Context: an optimization exercise on an open-source flow, tuned for small area and a short achievable clock period. The choices shown serve that exercise and are no tape-out recipe. Only simulation tests tie the RTL to the original design; equivalence was not proved. Power is estimated from default activity; no workload was simulated.

==> branch maple <==
==> flow/design.v (excerpt) <==
module MIPS (
    input  [31:0] instr, ReadData,
    input         CLK_MIPS, reset_MIPS,
    output [31:0] ALUResult_MIPS, PC_MIPS,
    output [31:0] WriteData_MIPS,
    output        MemWrite_MIPS
);
==> module ALU, before the edit <==
module ALU (
    input  [31:0] SrcA, SrcB,
    input         Sub, IsAlu,
    input  [2:0]  Funct3,
    output [31:0] ALUResult, Sum
);
    wire [31:0] B = SrcB ^ {32{Sub}};
    wire [32:0] S = {SrcA, Sub} + {B, Sub};
    assign Sum = S[32:1];
    wire        Big = |SrcB[31:5];
    wire        Left = ~Funct3[2];
    wire [31:0] ARev;
    genvar i;
    generate
        for (i = 0; i < 32; i = i + 1) begin : rev
            assign ARev[i] = SrcA[31-i];
        end
    endgenerate
    wire [31:0] ShIn = Left ? ARev : SrcA;
    wire [31:0] ShOut = ShIn >> SrcB[4:0];
    wire [31:0] ShRev;
    generate
        for (i = 0; i < 32; i = i + 1) begin : rev2
            assign ShRev[i] = ShOut[31-i];
        end
    endgenerate
    wire selAdd = ~IsAlu | (Funct3 == 3'b000) | (Funct3[2:1] == 2'b01);
    wire selShl = IsAlu & (Funct3 == 3'b001) & ~Big;
    wire selShr = IsAlu & (Funct3 == 3'b101) & ~Big;
    wire selXor = IsAlu & (Funct3 == 3'b100);
    wire selOr  = IsAlu & (Funct3 == 3'b110);
    wire selAnd = IsAlu & (Funct3 == 3'b111);
    assign ALUResult = ({32{selAdd}} & Sum)
                     | ({32{selShl}} & ShRev)
                     | ({32{selShr}} & ShOut)
                     | ({32{selXor}} & (SrcA ^ SrcB))
                     | ({32{selOr}}  & (SrcA | SrcB))
                     | ({32{selAnd}} & (SrcA & SrcB));
endmodule
==> module Register_file, before the edit <==
module Register_file (
    input  [4:0]  A1, A2, A3,
    input  [31:0] WD3,
    input         CLK, WE3, reset,
    output reg [31:0] RD1, RD2
);
    reg [1023:0] regs;
    reg [31:0]   valid;
    wire [31:0]  we = WE3 ? (32'd1 << A3) : 32'd0;
    genvar g;
    generate
        for (g = 0; g < 32; g = g + 1) begin : r
            always @(posedge CLK)
                if (we[g]) regs[32*g +: 32] <= WD3;
            always @(posedge CLK or negedge reset)
                if (!reset)     valid[g] <= 1'b0;
                else if (we[g]) valid[g] <= 1'b1;
        end
    endgenerate
    wire [31:0] s1 = valid & (32'd1 << A1);
    wire [31:0] s2 = valid & (32'd1 << A2);
    integer i;
    always @(*) begin
        RD1 = 32'd0;
        RD2 = 32'd0;
        for (i = 0; i < 32; i = i + 1) begin
            RD1 = RD1 | ({32{s1[i]}} & regs[32*i +: 32]);
            RD2 = RD2 | ({32{s2[i]}} & regs[32*i +: 32]);
        end
    end
endmodule
==> module PC_Register, before the edit <==
module PC_Register (
    input         clk, areset, load, PCSrc,
    input  [31:0] ImmB,
    output reg [31:0] PC
);
    wire [31:0] PC_next = PCSrc ? PC + ImmB : PC + 32'd4;
    always @(posedge clk or negedge areset)
        if (!areset)   PC <= 32'd0;
        else if (load) PC <= PC_next;
endmodule
Settings: LEC_CHECK=0, ABC_CLOCK_PERIOD_IN_PS=2500, CAP_MARGIN=20, CORE_MARGIN=2, CORE_UTILIZATION=30, PLACE_DENSITY=0.5, SETUP_SLACK_MARGIN=5, SLEW_MARGIN=20; clock period 17.0 ns.
run.sh (not shown) runs the stock make flow with config.mk's settings and CLKGATE_MAP_FILE= SYNTH_SCRIPT=/design/flow/synth_recipe.tcl, a recipe that flattens the netlist after the stock synthesis.
==> inputs of branch raven, as changes to branch maple <==
--- a/flow/design.v
+++ b/flow/design.v
@@ -30,12 +30,12 @@
     wire selXor = IsAlu & (Funct3 == 3'b100);
     wire selOr  = IsAlu & (Funct3 == 3'b110);
     wire selAnd = IsAlu & (Funct3 == 3'b111);
-    assign ALUResult = ({32{selAdd}} & Sum)
-                     | ({32{selShl}} & ShRev)
-                     | ({32{selShr}} & ShOut)
-                     | ({32{selXor}} & (SrcA ^ SrcB))
-                     | ({32{selOr}}  & (SrcA | SrcB))
-                     | ({32{selAnd}} & (SrcA & SrcB));
+    wire [31:0] Other = ({32{selShl}} & ShRev)
+                      | ({32{selShr}} & ShOut)
+                      | ({32{selXor}} & (SrcA ^ SrcB))
+                      | ({32{selOr}}  & (SrcA | SrcB))
+                      | ({32{selAnd}} & (SrcA & SrcB));
+    assign ALUResult = selAdd ? Sum : Other;
 endmodule
 module Control_unit (
     input  [6:0] OP,
@@ -71,15 +71,23 @@
                 else if (we[g]) valid[g] <= 1'b1;
         end
     endgenerate
-    wire [31:0] s1 = valid & (32'd1 << A1);
-    wire [31:0] s2 = valid & (32'd1 << A2);
-    integer i;
+    wire [7:0] lo1 = 8'd1 << A1[2:0], lo2 = 8'd1 << A2[2:0];
+    wire [3:0] hi1 = 4'd1 << A1[4:3], hi2 = 4'd1 << A2[4:3];
+    reg  [31:0] g1 [0:3];
+    reg  [31:0] g2 [0:3];
+    integer h, l;
     always @(*) begin
         RD1 = 32'd0;
         RD2 = 32'd0;
-        for (i = 0; i < 32; i = i + 1) begin
-            RD1 = RD1 | ({32{s1[i]}} & regs[32*i +: 32]);
-            RD2 = RD2 | ({32{s2[i]}} & regs[32*i +: 32]);
+        for (h = 0; h < 4; h = h + 1) begin
+            g1[h] = 32'd0;
+            g2[h] = 32'd0;
+            for (l = 0; l < 8; l = l + 1) begin
+                g1[h] = g1[h] | ({32{lo1[l] & valid[8*h+l]}} & regs[32*(8*h+l) +: 32]);
+                g2[h] = g2[h] | ({32{lo2[l] & valid[8*h+l]}} & regs[32*(8*h+l) +: 32]);
+            end
+            RD1 = RD1 | ({32{hi1[h]}} & g1[h]);
+            RD2 = RD2 | ({32{hi2[h]}} & g2[h]);
         end
     end
 endmodule
@@ -88,7 +96,15 @@
     input  [31:0] ImmB,
     output reg [31:0] PC
 );
-    wire [31:0] PC_next = PCSrc ? PC + ImmB : PC + 32'd4;
+    wire [18:0] Hi   = PC[31:13];
+    wire [18:0] HiP1 = Hi + 19'd1;
+    wire [18:0] HiM1 = Hi - 19'd1;
+    wire [13:0] Lo4  = {1'b0, PC[12:0]} + 14'd4;
+    wire [13:0] LoB  = {1'b0, PC[12:0]} + {1'b0, ImmB[12:0]};
+    wire        Sign = ImmB[12];
+    wire [18:0] HiB  = Sign ? (LoB[13] ? Hi : HiM1) : (LoB[13] ? HiP1 : Hi);
+    wire [18:0] Hi4  = Lo4[13] ? HiP1 : Hi;
+    wire [31:0] PC_next = PCSrc ? {HiB, LoB[12:0]} : {Hi4, Lo4[12:0]};
     always @(posedge clk or negedge areset)
         if (!areset)   PC <= 32'd0;
         else if (load) PC <= PC_next;
==> flow/flow/run.sh (new file) <==
#!/bin/bash
# Own flow: the standard layout (standard.sh), with these make settings
# given after the standard flow's own so that they take precedence:
#  - synthesis: no full/half-adder cells (ADDER_MAP_FILE empty), so that abc
#    sees the adders' timing, and abc's mapping script replaced by
#    flow/abc_speed.script (delay-targeted map with area recovery). The flow
#    scripts are copied unchanged apart from that one abc script.
#  - port buffers are buf_2 (the default pick is a delay cell), and the
#    resizer may change a cell's footprint, so it can size them up
#  - CTS without dummy loads, with clkbuf_16 clusters of up to 32 sinks
#    within 60 um
#  - setup margin 5.5 ns for the resizer's timing repair
set -euo pipefail
cd "$(dirname "$0")/.."
W=$(pwd)
rm -rf "$W/scripts_mod"
cp -r "$FLOW_HOME/scripts" "$W/scripts_mod"
cp "$W/flow/abc_speed.script" "$W/scripts_mod/abc_speed.script"
bash standard.sh \
  "SCRIPTS_DIR=$W/scripts_mod" \
  "ADDER_MAP_FILE=" \
  "BUFFER_PORTS_ARGS=-buffer_cell sky130_fd_sc_hd__buf_2" \
  "MATCH_CELL_FOOTPRINT=0" \
  "SETUP_SLACK_MARGIN=5.5" \
  "CTS_ARGS=-sink_clustering_enable -repair_clock_nets -dont_use_dummy_load -buf_list sky130_fd_sc_hd__clkbuf_16 -sink_clustering_size 32 -sink_clustering_max_diameter 60" \
  finish > flow_standard.log 2>&1
==> flow/flow/abc_speed.script (new file) <==
strash
dch -f
map -D 3500
topo
stime -c
buffer -c
upsize -c -D 3500
dnsize -c -D 3500
==> flow/standard.sh (new file) <==
#!/bin/bash
# synth_recipe.tcl (not shown) runs the flow's synth.tcl, then flattens the netlist and writes it again
# the make line also repeats each setting of config.mk as NAME=value (left out here)
make -C /OpenROAD-flow-scripts/flow DESIGN_CONFIG=/design/flow/config.mk WORK_HOME=/design/flow/orfs CLKGATE_MAP_FILE= SYNTH_SCRIPT=/design/flow/synth_recipe.tcl "${@:-finish}"
Settings changed: ABC_CLOCK_PERIOD_IN_PS 2500 to unset, CORE_UTILIZATION 30 to 35, PLACE_DENSITY 0.5 to 0.55.
removed: flow/run.sh
==> inputs of branch delta, as changes to branch maple <==
Settings changed: ABC_CLOCK_PERIOD_IN_PS 2500 to unset, SETUP_SLACK_MARGIN 5 to unset.
==> comparison <==
Branch maple went through all stages and came out clean. Branch raven completed with no timing, DRC or antenna violations. Branch delta passed the timing, design-rule and antenna checks.
Sequential cell count is the same in branch maple and branch raven.
Core utilization, highest first: branch raven, branch maple, branch delta.
Of branch raven and branch maple, branch maple has the higher wire length (gap about 27%, measured against branch maple).
The highest maximum frequency belongs to branch raven, the lowest to branch delta.
Combinational power: branch delta < branch maple < branch raven.
Between branch raven and branch maple, the lower first-iteration DRC count is in branch raven (gap 28%, measured against branch maple).
In branch maple the synthesized cell count is smaller than in branch raven, by 7.8%.
Count of clock-buffer cells in the layout: branch maple is lower than branch delta (1).

==> what the ideal ports hide <==
The results above use ideal ports. As a check the final layouts listed here were re-extracted and re-timed, cells and wires unchanged.
Step 1 assumes that a clkbuf_16 drives the clock port and a buf_2 every other input.
Step 2, shift: input delay + t, output delay - t, t = (earliest + latest rising clock arrival at the registers) / 2. This alone moves slack from input paths to output paths.
Three values: ideal, step 1, step 2; two values: the first two.
run	t, ns	slack for setup (ns)	hold slack, ns	worst register clock-pin slew, ns
branch maple	0.849	4.855 / 4.743 / 4.333	0.466 / 0.466 / 0.466	0.07 / 0.07
branch raven	0.769	5.499 / 5.442 / 5.442	0.506 / 0.506 / 0.506	0.10 / 0.10
branch delta	0.857	1.534 / 1.468 / 1.468	0.483 / 0.483 / 0.483	0.07 / 0.07
After both steps setup and hold are still met in every run listed. The setup slack of branch maple, which loses most, moves by -0.112 ns with the drivers and by -0.522 ns with both steps.
